This design comes from an exercise in tuning for small area on the open sky130 flow, not from production work.
In this exercise RTL edits were held to simulation tests only and were not proved equivalent to the original.
No activity file was given, so power comes from the tool's default toggle rates.

## run A
Design sobel, start of the top module:
module sobel
#(
parameter U_COL = 128,
parameter U_ROW = 16,
parameter value = 120
)
(
	input clk,
	input rst_n,
	input cmos_frame_vsync,
	input cmos_frame_hsync,
	input cmos_frame_valid,
	input [15:0]cmos_frame_data,
	output sobel_vsync,
	output sobel_hsync,
	output sobel_de,
	output [15:0] sobel_data
);
Settings: LEC_CHECK=0, CAP_MARGIN=20, CORE_MARGIN=2, CORE_UTILIZATION=60, CTS_BUF_LIST=sky130_fd_sc_hd__clkbuf_16, CTS_CLUSTER_DIAMETER=100, CTS_CLUSTER_SIZE=30, SLEW_MARGIN=20; clock period 8.0 ns.
standard.sh (not shown) runs the stock make flow with config.mk's settings and CLKGATE_MAP_FILE= SYNTH_SCRIPT=/design/flow/synth_recipe.tcl, a recipe that flattens the netlist after the stock synthesis.
==> flow/flow/run.sh <==
#!/bin/bash
# The standard layout, with three changes:
#  - after the standard synthesis, flow/fa_polarity.py picks the polarity of
#    each full-adder cell so that fewer inverters are needed between them
#    (registers and every other cell are left as synthesis made them);
#  - the clock tree is built without dummy loads, from clkbuf_8 cells
#    driving clusters of up to 20 flip-flops;
#  - the port buffers are the smallest buffer cell.
set -euo pipefail
export CTS_ARGS="-sink_clustering_enable -repair_clock_nets -sink_clustering_size 20 -sink_clustering_max_diameter 80 -buf_list sky130_fd_sc_hd__clkbuf_8 -dont_use_dummy_load"
export BUFFER_PORTS_ARGS="-buffer_cell sky130_fd_sc_hd__buf_1"
R=orfs/results/${FLOW_PLATFORM}/sobel/base
bash standard.sh synth > synth_make.log 2>&1
cp $R/1_2_yosys.v yosys_standard.v
python3 flow/fa_polarity.py yosys_standard.v $R/1_2_yosys.v > fa_polarity.log 2>&1
rm -f $R/1_synth.odb $R/1_synth.sdc
bash standard.sh > layout_make.log 2>&1
Other scripts of this flow, unchanged in this note and not shown: flow/flow/fa_polarity.py
Run A completed; timing, DRC and antenna clean
Input-level comparison between run B and run A:
diff --git a/flow/config.mk b/flow/config.mk
--- a/flow/config.mk
+++ b/flow/config.mk
@@ -8,5 +8,5 @@
 export CAP_MARGIN = 20
 export CORE_MARGIN = 2
-export CORE_UTILIZATION = 60
+export CORE_UTILIZATION = 80
 export CTS_BUF_LIST = sky130_fd_sc_hd__clkbuf_16
 export CTS_CLUSTER_DIAMETER = 100
## What came out
- As far as combined area of all synthesized cells goes, run A and run B are indistinguishable; the numbers are identical.
- Run A -> run B: chip width decreased by more than 10%
- Of run B and run A, it is run B that has the higher placed wire-length estimate after detailed placement.
- Among run B and run A, the run that stopped before the end is run B, and it is the only one.
- Taking run A as the reference point, the starting utilization of the core area of run B rises by 20 points.
diff inputs: run B => run C
==> flow/flow/run.sh <==
#!/bin/bash
# The standard layout, with three changes:
#  - after the standard synthesis, flow/fa_polarity.py picks the polarity of
#    each full-adder cell so that fewer inverters are needed between them
#    (registers and every other cell are left as synthesis made them);
#  - the clock tree is built without dummy loads, from clkbuf_16 cells
#    driving clusters of up to 32 flip-flops;
#  - the port buffers are the smallest buffer cell.
set -euo pipefail
export CTS_ARGS="-sink_clustering_enable -repair_clock_nets -sink_clustering_size 28 -sink_clustering_max_diameter 160 -buf_list sky130_fd_sc_hd__clkbuf_16 -dont_use_dummy_load"
export BUFFER_PORTS_ARGS="-buffer_cell sky130_fd_sc_hd__buf_1"
R=orfs/results/${FLOW_PLATFORM}/sobel/base
bash standard.sh synth > synth_make.log 2>&1
cp $R/1_2_yosys.v yosys_standard.v
python3 flow/fa_polarity.py yosys_standard.v $R/1_2_yosys.v > fa_polarity.log 2>&1
rm -f $R/1_synth.odb $R/1_synth.sdc
bash standard.sh > layout_make.log 2>&1
diff --git a/flow/config.mk b/flow/config.mk
--- a/flow/config.mk
+++ b/flow/config.mk
@@ -8,5 +8,5 @@
 export CAP_MARGIN = 20
 export CORE_MARGIN = 2
-export CORE_UTILIZATION = 80
+export CORE_UTILIZATION = 60
 export CTS_BUF_LIST = sky130_fd_sc_hd__clkbuf_16
 export CTS_CLUSTER_DIAMETER = 100
### Flow results
- Both conditions hold for run C: the flow ran to the end and the final layout passed the timing, design-rule and antenna checks.
- The global placement routability congestion of run C is lower than that of run B.
- Across both runs, row count was higher for run C than for run B.
- Vertical die dimension went up by more than 10% going from run B to run C.
- From run C to run B, number of instances in the synthesized netlist did not move at all.
- Area after synthesis delta (run C -> run B): insignificant
- Per the comparison of run C with run B, initial core utilization fell by 20 points, number of port buffers comparable, net count of the mapped netlist now sits at about the same level.
Modified inputs, run D compared to run C
==> flow/flow/run.sh <==
#!/bin/bash
# The standard layout, with three changes:
#  - after the standard synthesis, flow/fa_polarity.py picks the polarity of
#    each full-adder cell so that fewer inverters are needed between them
#    (registers and every other cell are left as synthesis made them);
#  - the clock tree is built without dummy loads, from clkbuf_8 cells
#    driving clusters of up to 20 flip-flops;
#  - the port buffers are the smallest buffer cell.
set -euo pipefail
export CTS_ARGS="-sink_clustering_enable -repair_clock_nets -sink_clustering_size 20 -sink_clustering_max_diameter 80 -buf_list sky130_fd_sc_hd__clkbuf_8 -dont_use_dummy_load"
export BUFFER_PORTS_ARGS="-buffer_cell sky130_fd_sc_hd__buf_1"
R=orfs/results/${FLOW_PLATFORM}/sobel/base
bash standard.sh synth > synth_make.log 2>&1
cp $R/1_2_yosys.v yosys_standard.v
python3 flow/fa_polarity.py yosys_standard.v $R/1_2_yosys.v > fa_polarity.log 2>&1
rm -f $R/1_synth.odb $R/1_synth.sdc
bash standard.sh > layout_make.log 2>&1
diff --git a/flow/config.mk b/flow/config.mk
--- a/flow/config.mk
+++ b/flow/config.mk
@@ -8,5 +8,5 @@
 export CAP_MARGIN = 20
 export CORE_MARGIN = 2
-export CORE_UTILIZATION = 60
+export CORE_UTILIZATION = 70
 export CTS_BUF_LIST = sky130_fd_sc_hd__clkbuf_16
 export CTS_CLUSTER_DIAMETER = 100
==> notes.md <==
Run D -> run C: combined flip-flop and latch cell area delta 0, exact match. Of run D and run C, run C shows the higher clock share of power, with run D below it. met1 layer wirelength in the final routing shrinks slightly when moving from run C to run D. NOTE: hold slack in run D falls short of that of run C. [compare] base=run C new=run D: proportion of layout cells with a drive suffix above 1 went up; worst-case setup margin in the final layout went down. Run D ended with every stage complete and zero timing, DRC or antenna violations. Run D vs run C — clock buffer count climbed by more than a quarter. Run D: starting utilization of the core area higher than run C. Delta (run D minus run C): global-route usage increased by 2.9 points relative to the old numbers; final critical delay including setup and external delays climbed 100 ps.

-- re-timing with driven ports --
No port has a modelled driver above. Below, the same layouts with a new extraction and two added sets of constraints.
Step 1 assumes that a clkbuf_16 drives the clock port and a buf_2 every other input.
Step 2 times the ports against the registers' clock, not the clock port: input delays grow and output delays shrink by t, the midpoint of the rising clock arrivals with the driver on.
a / b / c = ideal / step 1 / step 2; a / b = the first two.
run | shift t [ns] | setup slack, ns | slew at the worst register clock pin (ns)
run A | 0.799 | 0.678 / 0.678 / 0.678 | 0.12 / 0.12
run C | 0.713 | 0.739 / 0.739 / 0.739 | 0.11 / 0.11
run D | 0.819 | 0.635 / 0.635 / 0.635 | 0.12 / 0.12
After both steps setup and hold are still met in every run listed.
